Background: an optimization exercise with open tools, aiming at small area. Do not read the settings as production practice.
The RTL was checked by simulation tests, not by an equivalence proof against the original design.
The clock input has no modelled driver; a real chip could not lean on it and would need a root buffer or a full tree.
Power figures rest on the tool's default switching activity, not on a simulated workload.

## run A
## TopGlove
module TopGlove (
    input clk,
    input rst,
    input [1:0] sw,
    input btn_up,
    input btn_down,
    input btn_left,
    input btn_center,
    output gyro_cs,
    output gyro_sclk,
    output gyro_mosi,
    input  gyro_miso,
    output reg [15:0] LED,
    input       master_rts,
    output      master_rx,
    input       master_tx,
    output      master_cts
);
    wire up_p, down_p, left_p, center_p;
    DebouncePulse db_up(.clk(clk), .in(btn_up), .out(up_p));
    DebouncePulse db_down(.clk(clk), .in(btn_down), .out(down_p));
    DebouncePulse db_left(.clk(clk), .in(btn_left), .out(left_p));
    DebouncePulse db_center(.clk(clk), .in(btn_center), .out(center_p));
    assign master_cts = 0;
    wire [15:0] data_x, data_y, data_z;
    wire valid, update;
    PmodGYRO pgyro0 (
        .rst   (rst),
        .clk   (clk),
        .cs    (gyro_cs),
        .sclk  (gyro_sclk),
        .mosi  (gyro_mosi),
        .miso  (gyro_miso),
        .data_x(data_x),
        .data_y(data_y),
        .data_z(data_z),
        .valid (valid),
        .update(update)
    );
    reg [2:0] buffer [0:3];
    reg [1:0] head, tail;
    wire [1:0] head_inc = {head[0], ~head[1]};
    wire [1:0] tail_inc = {tail[0], ~tail[1]};
    reg       tb;       
    wire ready;
    wire pop = ready && !master_rts && head != tail;
    UART master (
        .rst  (rst),
        .clk  (clk),
        .pop  (pop),
        .code (buffer[head]),
        .ready(ready),
        .tx   (master_rx)
    );
    wire notfull = (tail == 2'b10) || (tail_inc != head);
    wire [4:0] g = tb ? data_z[15:11] : data_y[15:11];
    wire g_neg = g[4] & ~&g[3:0];    
    wire g_pos = ~g[4] & |g[3:1];    
    reg       push;
    reg [2:0] wcode;
    always @* begin
        push = 1'b1;
        if (left_p)        wcode = 3'd4;
        else if (center_p) wcode = 3'd5;
        else if (up_p)     wcode = 3'd6;
        else if (down_p)   wcode = 3'd7;
        else begin
            wcode = {1'b0, ~tb, g_pos};
            push  = update & (g_neg | g_pos);
  ...
==> module TopGlove, before the edit <==
module TopGlove (
    input clk,
    input rst,
    input [1:0] sw,
    input btn_up,
    input btn_down,
    input btn_left,
    input btn_center,
    output gyro_cs,
    output gyro_sclk,
    output gyro_mosi,
    input  gyro_miso,
    output reg [15:0] LED,
    input       master_rts,
    output      master_rx,
    input       master_tx,
    output      master_cts
);
    wire up_p, down_p, left_p, center_p;
    DebouncePulse db_up(.clk(clk), .in(btn_up), .out(up_p));
    DebouncePulse db_down(.clk(clk), .in(btn_down), .out(down_p));
    DebouncePulse db_left(.clk(clk), .in(btn_left), .out(left_p));
    DebouncePulse db_center(.clk(clk), .in(btn_center), .out(center_p));
    assign master_cts = 0;
    wire [15:0] data_x, data_y, data_z;
    wire valid, update;
    PmodGYRO pgyro0 (
        .rst   (rst),
        .clk   (clk),
        .cs    (gyro_cs),
        .sclk  (gyro_sclk),
        .mosi  (gyro_mosi),
        .miso  (gyro_miso),
        .data_x(data_x),
        .data_y(data_y),
        .data_z(data_z),
        .valid (valid),
        .update(update)
    );
    reg [2:0] buffer [0:3];
    reg [1:0] head, tail;
    wire [1:0] head_inc = {head[0], ~head[1]};
    wire [1:0] tail_inc = {tail[0], ~tail[1]};
    reg       tb;       
    wire ready;
    wire pop = ready && !master_rts && head != tail;
    UART master (
        .rst  (rst),
        .clk  (clk),
        .pop  (pop),
        .code (buffer[head]),
        .ready(ready),
        .tx   (master_rx)
    );
    wire notfull = (tail == 2'b10) || (tail_inc != head);
    wire [4:0] g = tb ? data_z[15:11] : data_y[15:11];
    wire g_neg = g[4] & ~&g[3:0];    
    wire g_pos = ~g[4] & |g[3:1];    
    reg       push;
    reg [2:0] wcode;
    always @* begin
        push = 1'b1;
        if (left_p)        wcode = 3'd4;
        else if (center_p) wcode = 3'd5;
        else if (up_p)     wcode = 3'd6;
        else if (down_p)   wcode = 3'd7;
        else begin
            wcode = {1'b0, ~tb, g_pos};
            push  = update & (g_neg | g_pos);
        end
    end
    always @(posedge clk) begin
        if (notfull && push)
            buffer[tail] <= wcode;
        if (rst) begin
            head <= 0;
            tail <= 0;
            tb   <= 0;
        end else begin
            if (pop)
                head <= head_inc;
            if (notfull && push)
                tail <= tail_inc;
            if (!notfull)
                tb <= 0;
            else if (!(left_p | center_p | up_p | down_p) && update)
                tb <= ~tb;
        end
    end
    wire sel_x = valid & ~sw[1] & ~sw[0];
    wire sel_y = valid & ~sw[1] & sw[0];
    wire sel_z = valid & sw[1];
    always @*
        LED = ({16{sel_x}} & data_x) | ({16{sel_y}} & data_y) | ({16{sel_z}} & data_z);
endmodule
==> flow/config.mk <==
export PLATFORM = sky130hd
export DESIGN_NAME = TopGlove
export DESIGN_NICKNAME = TopGlove
export VERILOG_FILES = /design/flow/design.v
export SDC_FILE = /design/flow/constraint.sdc
export NUM_CORES = 4
export LEC_CHECK = 0
export CAP_MARGIN = 20
export CORE_MARGIN = 2
export CORE_UTILIZATION = 40
export CTS_BUF_LIST = sky130_fd_sc_hd__clkbuf_8
export SLEW_MARGIN = 20
==> flow/constraint.sdc <==
create_clock -name core_clock -period 10.0 [get_ports {clk}]
set_input_delay 2.0000 -clock core_clock [delete_from_list [all_inputs] [get_ports {clk}]]
set_output_delay 2.0000 -clock core_clock [all_outputs]
set_load 0.01 [all_outputs]
standard.sh (not shown) runs the stock make flow with config.mk's settings and CLKGATE_MAP_FILE= SYNTH_SCRIPT=/design/flow/synth_recipe.tcl, a recipe that flattens the netlist after the stock synthesis.
==> flow/flow/run.sh <==
#!/bin/bash
# The standard layout, with these changes:
#  - synthesis maps logic with an area-oriented ABC script (flow/area.abc)
#    in place of ORFS's speed script; everything else in synthesis is as
#    standard.sh runs it. Should ABC fail on it, synthesis is rerun with
#    flow/area_safe.abc, the same mapping without the don't-care passes;
#  - port buffers are sky130_fd_sc_hd__buf_1;
#  - the clock tree is built by flow/cts_tree.tcl (a root buffer driving
#    leaf buffers of at most CTS_TREE_MAX_SINKS flip-flops each) in place
#    of TritonCTS.
# Each step's full output is in the ORFS logs under orfs/logs; the make
# output of each call is in synth.log, synth_safe.log and standard.log.
set -uo pipefail
export CTS_TREE_NET=clk CTS_TREE_MAX_SINKS=19 CTS_TREE_LEAF=sky130_fd_sc_hd__clkbuf_8 CTS_TREE_ROOT=sky130_fd_sc_hd__clkbuf_4
W=$(pwd)
make_synth_script() {  # $1 = ABC script, $2 = output name
  sed "s#^  log_cmd abc {\*}\$abc_args#  set abc_args [lreplace \$abc_args 1 1 $1]\n  log_cmd abc {*}\$abc_args#" \
    "$FLOW_HOME/scripts/synth.tcl" > "$W/synth_$2.tcl"
  sed "s#source \$::env(SCRIPTS_DIR)/synth.tcl#source $W/synth_$2.tcl#" synth_recipe.tcl > "$W/synth_recipe_$2.tcl"
}
make_synth_script "$W/flow/area.abc" area
make_synth_script "$W/flow/area_safe.abc" safe
S="$W/synth_recipe_area.tcl"
if ! bash standard.sh "SYNTH_SCRIPT=$S" synth > synth.log 2>&1; then
  S="$W/synth_recipe_safe.tcl"
  bash standard.sh "SYNTH_SCRIPT=$S" synth > synth_safe.log 2>&1 || exit 1
fi
bash standard.sh "SYNTH_SCRIPT=$S" \
  "BUFFER_PORTS_ARGS=-buffer_cell sky130_fd_sc_hd__buf_1" \
  "PRE_CTS_TCL=$W/flow/cts_tree.tcl" \
  finish > standard.log 2>&1
Other scripts of this flow, unchanged in this note and not shown: flow/flow/area.abc, flow/flow/area_safe.abc, flow/flow/cts_tree.tcl
diff inputs: run A => run B
-- flow/design.v --
<<< run A, line 221
        .update(update)
    );
    reg [2:0] buffer [0:3];
    reg [1:0] head, tail;
    wire [1:0] head_inc = {head[0], ~head[1]};
>>> run B, line 221
        .update(update)
    );
    reg [2:0] q0, q1, q2;
    reg [1:0] head, tail;
    wire [1:0] head_inc = {head[0], ~head[1]};
<<< run A, line 232
        .clk  (clk),
        .pop  (pop),
        .code (buffer[head]),
        .ready(ready),
        .tx   (master_rx)
>>> run B, line 232
        .clk  (clk),
        .pop  (pop),
        .code (q0),
        .ready(ready),
        .tx   (master_rx)
<<< run A, line 253
        end
    end
    always @(posedge clk) begin
        if (notfull && push)
            buffer[tail] <= wcode;
        if (rst) begin
            head <= 0;
>>> run B, line 253
        end
    end
    wire [1:0] hb = {head[1], head[1] ^ head[0]};    
    wire [1:0] tl = {tail[1], tail[1] ^ tail[0]};
    wire [1:0] n  = tl - hb;
    wire       we = notfull && push;
    wire [1:0] wpos = pop ? n - 2'd1 : n;
    always @(posedge clk) begin
        if (pop) begin
            q0 <= (we && wpos == 2'd0) ? wcode : q1;
            q1 <= (we && wpos == 2'd1) ? wcode : q2;
            if (we && wpos == 2'd2) q2 <= wcode;
        end else begin
            if (we && wpos == 2'd0) q0 <= wcode;
            if (we && wpos == 2'd1) q1 <= wcode;
            if (we && wpos == 2'd2) q2 <= wcode;
        end
        if (rst) begin
            head <= 0;
- Run B ran to completion and came out clean on the timing, DRC and antenna checks.
- Between run A and run B, the flow reports final cell count increasing by a few percent.
- In the tables for run B and run A, via-per-instance ratio reads lower with run B.
- On area growth from synthesis to final layout, run B tracks run A almost exactly.
- Higher routed wirelength normalized by instance count among run B and run A: run A
- Looking at setup slack across run B and run A, the one that comes out higher is run A.
- Last weighted congestion value of the routability-driven placer, run B and run A: smaller value in run B
No run of this note takes its clock network from TritonCTS; it comes from the design's own scripts or RTL.

TopGlove, a different RTL version from the one above (not shown whole).
Size: ~480 cells after synthesis, about 32 I/O pins, roughly 6200 µm² of cells after synthesis.
==> module UART, before the edit <==
module UART (
    input        rst,
    input        clk,
    input        pop,       
    input  [2:0] code,      
    output       ready,
    output       tx
);
    localparam [13:0] PV = 14'h000a;    
    reg  [13:0] vt;
    wire [13:0] v = vt ^ PV;
    wire baud = (v == 14'h0E53);
    always @(posedge clk) begin
        if (rst)       vt <= 14'd0 ^ PV;
        else if (baud) vt <= 14'd1 ^ PV;
        else           vt <= {v[12:0], ~(v[13] ^ v[12])} ^ PV;
    end
    localparam [3:0] PU = 4'h1;          
    reg  [3:0] ut;
    wire [3:0] u = ut ^ PU;
    reg  [3:0] u_n;
    reg  [2:0] cd;
    always @* begin
        if (rst) u_n = 4'd0;
        else case (u)
            4'd0:  u_n = pop ? 4'd1 : 4'd0;
            4'd1:  u_n = 4'd2;
            4'd2:  u_n = baud ? 4'd3 : 4'd2;
            4'd3:  u_n = baud ? 4'd4 : 4'd3;
            4'd4:  u_n = baud ? 4'd5 : 4'd4;
            4'd5:  u_n = baud ? 4'd6 : 4'd5;
            4'd6:  u_n = baud ? 4'd7 : 4'd6;
            4'd7:  u_n = baud ? 4'd8 : 4'd7;
            4'd8:  u_n = baud ? 4'd9 : 4'd8;
            4'd9:  u_n = baud ? 4'd10 : 4'd9;
            4'd10: u_n = baud ? 4'd11 : 4'd10;
            4'd11: u_n = baud ? 4'd12 : 4'd11;
            default: u_n = 4'd0;
        endcase
    end
    always @(posedge clk) begin
        ut <= u_n ^ PU;
        if (u == 4'd0 && pop) cd <= code;
    end
    assign ready = (u == 4'd0) | (u == 4'd1);
    wire [3:0] d = (cd == 3'd5) ? 4'd8 : {1'b0, cd};
    reg txr;
    always @* case (u)
        4'd3:  txr = 1'b0;           
        4'd4:  txr = d[0];
        4'd5:  txr = d[1];
        4'd6:  txr = d[2];
        4'd7:  txr = d[3];
        4'd8, 4'd9, 4'd10, 4'd11: txr = 1'b0;
        default: txr = 1'b1;         
    endcase
    assign tx = txr;
endmodule
==> module PmodGYRO, before the edit <==
module PmodGYRO (
	input rst,
	input clk,
	output reg cs,
	output     sclk,
	output reg mosi,
	input      miso,
	output [15:0] data_x,
	output [15:0] data_y,
	output [15:0] data_z,
	output        valid,
	output        update
);
	reg  [7:0] c;
	reg  [8:0] h;
	reg  [2:0] b;
	reg  [1:0] ph;
	reg [38:0] sr;
	reg [47:0] xyz;
	reg        vld;
	wire run    = &ph;
	wire fin    = cs | (c[7] & c[6]);
	wire last   = run ? (b == 3'd6) : (b == 3'd1);    
	wire sample = c[3:0] == 4'd7;                    
	wire e      = c[7] & c[1] & (fin ? (b[2] & c[6]) : c[3]);
	reg  [7:0] c_n;
	reg  [2:0] b_n;
	reg  [1:0] ph_n;
	always @* begin
		c_n  = c;
		b_n  = b;
		ph_n = ph;
		if (rst) begin
			c_n  = 8'hC1;
			b_n  = 3'd5;
			ph_n = 2'd0;
		end else if (e) begin
			c_n = 8'd10;
			if (fin) begin
				b_n = 3'd0;
				if (!run && !b[0]) ph_n = ph + 2'd1;
			end else if (last) begin
				b_n = 3'd0;
				c_n = 8'hC2;
			end else
				b_n = b + 3'd1;
		end else begin
			c_n = c + 8'd1;
			if (fin && (&c) && (&h)) b_n = b + 3'd1;
		end
	end
	wire       h_en = fin ? ~e : (sample | e & last);
	wire [8:0] h_d  = fin ? h + {8'd0, &c} : (e ? 9'd0 : {h[7:0], miso});
	always @(posedge clk) begin
		c  <= c_n;
		b  <= b_n;
		ph <= ph_n;
		if (h_en)
			h <= h_d;
		cs <= rst | (fin & ~e);
	end
	wire load = run & ~fin & e & last;
	assign update = run & fin & ~cs;
	reg nb;
	wire [2:0] bi = run ? ((b == 3'd0) ? 3'd4 : 3'd5) : {1'b0, ph + b[1:0]};
	always @* case ({bi, c[6:4]})
		6'd2: nb = 1'b1;
		6'd12: nb = 1'b1;
		6'd13: nb = 1'b1;
		6'd14: nb = 1'b1;
		6'd15: nb = 1'b1;
		6'd18: nb = 1'b1;
		6'd21: nb = 1'b1;
		6'd27: nb = 1'b1;
		6'd32: nb = 1'b1;
		6'd33: nb = 1'b1;
		6'd34: nb = 1'b1;
		6'd36: nb = 1'b1;
		default: nb = 1'b0;
	endcase
	always @(posedge clk) begin
		if (rst)
			mosi <= 1'b0;
		else if (!fin && c[3:0] == 4'd15)
			mosi <= nb;
	end
	assign sclk = fin | c[3];
	always @(posedge clk)
		if (sample)
			sr <= {sr[37:0], h[8]};
	wire [47:0] ch = {sr, h};
	always @(posedge clk) begin
		if (load)
			xyz <= {ch[7:0], ch[15:8], ch[23:16], ch[31:24], ch[39:32], ch[47:40]};
		if (rst)
			vld <= 1'b0;
		else if (load)
			vld <= 1'b1;
	end
	assign data_z = xyz[47:32];
	assign data_y = xyz[31:16];
	assign data_x = xyz[15:0];
	assign valid  = vld;
endmodule
clock: 10.0 ns
lec_check: 0
cap_margin: 20
core_margin: 2
core_utilization: 40
cts_buf_list: sky130_fd_sc_hd__clkbuf_8
slew_margin: 20
==> flow/flow/run.sh <==
#!/bin/bash
# The standard layout, with these changes:
#  - synthesis maps logic with an area-oriented ABC script (flow/area.abc)
#    in place of ORFS's speed script; everything else in synthesis is as
#    standard.sh runs it. Should ABC fail on it, synthesis is rerun with
#    flow/area_safe.abc, the same mapping without the don't-care passes;
#  - port buffers are sky130_fd_sc_hd__buf_1;
#  - the clock tree is built by flow/cts_tree.tcl (a root buffer driving
#    leaf buffers of at most CTS_TREE_MAX_SINKS flip-flops each) in place
#    of TritonCTS.
# Each step's full output is in the ORFS logs under orfs/logs; the make
# output of each call is in synth.log, synth_safe.log and standard.log.
set -uo pipefail
export CTS_TREE_NET=clk CTS_TREE_MAX_SINKS=18 CTS_TREE_LEAF=sky130_fd_sc_hd__clkbuf_8 CTS_TREE_ROOT=sky130_fd_sc_hd__clkbuf_4
W=$(pwd)
make_synth_script() {  # $1 = ABC script, $2 = output name
  sed "s#^  log_cmd abc {\*}\$abc_args#  set abc_args [lreplace \$abc_args 1 1 $1]\n  log_cmd abc {*}\$abc_args#" \
    "$FLOW_HOME/scripts/synth.tcl" > "$W/synth_$2.tcl"
  sed "s#source \$::env(SCRIPTS_DIR)/synth.tcl#source $W/synth_$2.tcl#" synth_recipe.tcl > "$W/synth_recipe_$2.tcl"
}
make_synth_script "$W/flow/area.abc" area
make_synth_script "$W/flow/area_safe.abc" safe
S="$W/synth_recipe_area.tcl"
if ! bash standard.sh "SYNTH_SCRIPT=$S" synth > synth.log 2>&1; then
  S="$W/synth_recipe_safe.tcl"
  bash standard.sh "SYNTH_SCRIPT=$S" synth > synth_safe.log 2>&1 || exit 1
fi
bash standard.sh "SYNTH_SCRIPT=$S" \
  "BUFFER_PORTS_ARGS=-buffer_cell sky130_fd_sc_hd__buf_1" \
  "PRE_CTS_TCL=$W/flow/cts_tree.tcl" \
  finish > standard.log 2>&1
Other scripts of this flow, unchanged in this note and not shown: flow/flow/area.abc, flow/flow/area_safe.abc, flow/flow/cts_tree.tcl
Next try:
--- a/flow/design.v
+++ b/flow/design.v
@@ -20,9 +20,9 @@
     input  [2:0] code,      
     output       ready,
     output       tx
 );
-    localparam [13:0] PV = 14'h000a;    
+    localparam [13:0] PV = 14'h200a;    
     reg  [13:0] vt;
     wire [13:0] v = vt ^ PV;
     wire baud = (v == 14'h0E53);
     always @(posedge clk) begin
@@ -83,12 +83,18 @@
 	output [15:0] data_z,
 	output        valid,
 	output        update
 );
-	reg  [7:0] c;
+	localparam [7:0] PC = 8'h20;
+	localparam [2:0] PB = 3'h0;
+	localparam [1:0] PP = 2'h0;
+	reg  [7:0] ct;
+	wire [7:0] c = ct ^ PC;
 	reg  [8:0] h;
-	reg  [2:0] b;
-	reg  [1:0] ph;
+	reg  [2:0] bt;
+	reg  [1:0] pt;
+	wire [2:0] b = bt ^ PB;
+	wire [1:0] ph = pt ^ PP;
 	reg [38:0] sr;
 	reg [47:0] xyz;
 	reg        vld;
 	wire run    = &ph;
@@ -124,11 +130,11 @@
 	end
 	wire       h_en = fin ? ~e : (sample | e & last);
 	wire [8:0] h_d  = fin ? h + {8'd0, &c} : (e ? 9'd0 : {h[7:0], miso});
 	always @(posedge clk) begin
-		c  <= c_n;
-		b  <= b_n;
-		ph <= ph_n;
+		ct <= c_n ^ PC;
+		bt <= b_n ^ PB;
+		pt <= ph_n ^ PP;
 		if (h_en)
 			h <= h_d;
 		cs <= rst | (fin & ~e);
 	end
Outcome:
- core utilization hardly moves
- cell area drops by 0.56%
- total power is lower by 1.5%
- synthesized area drops by 0.41%
- register-to-register slack improved by 0.13 ns
- die area went down by about 0.4%
No run of this note takes its clock network from TritonCTS; it comes from the design's own scripts or RTL.

==> static timing again, ports no longer ideal <==
How much do the figures lean on ideal ports? The routed layouts below were timed once more, with nothing changed but the port constraints.
Step 1 (the two cells are an assumption about what drives the block):
set clk [get_ports {clk}]
set_driving_cell -lib_cell sky130_fd_sc_hd__clkbuf_16 $clk
set_driving_cell -lib_cell sky130_fd_sc_hd__buf_2 [delete_from_list [all_inputs] $clk]
Step 2 times the ports against the registers' clock, not the clock port: input delays grow and output delays shrink by t, the midpoint of the rising clock arrivals with the driver on.
Three values: ideal ports, drivers, drivers and shift; two values: the first two.
| run | t, ns | setup WS [ns] | clock arrival spread, ns | worst data-port slew with drivers (ns) |
|---|---|---|---|---|
| run A | 0.544 | 4.529 / 4.498 / 4.498 | 0.013 / 0.013 | 0.04 |
| run B | 0.546 | 4.495 / 4.470 / 4.470 | 0.014 / 0.015 | 0.04 |
| the first run of note 2 | 0.553 | 4.505 / 4.476 / 4.476 | 0.013 / 0.014 | 0.03 |
| the second run of note 2 | 0.559 | 4.505 / 4.474 / 4.474 | 0.016 / 0.016 | 0.04 |
After both steps setup and hold are still met in every run listed.
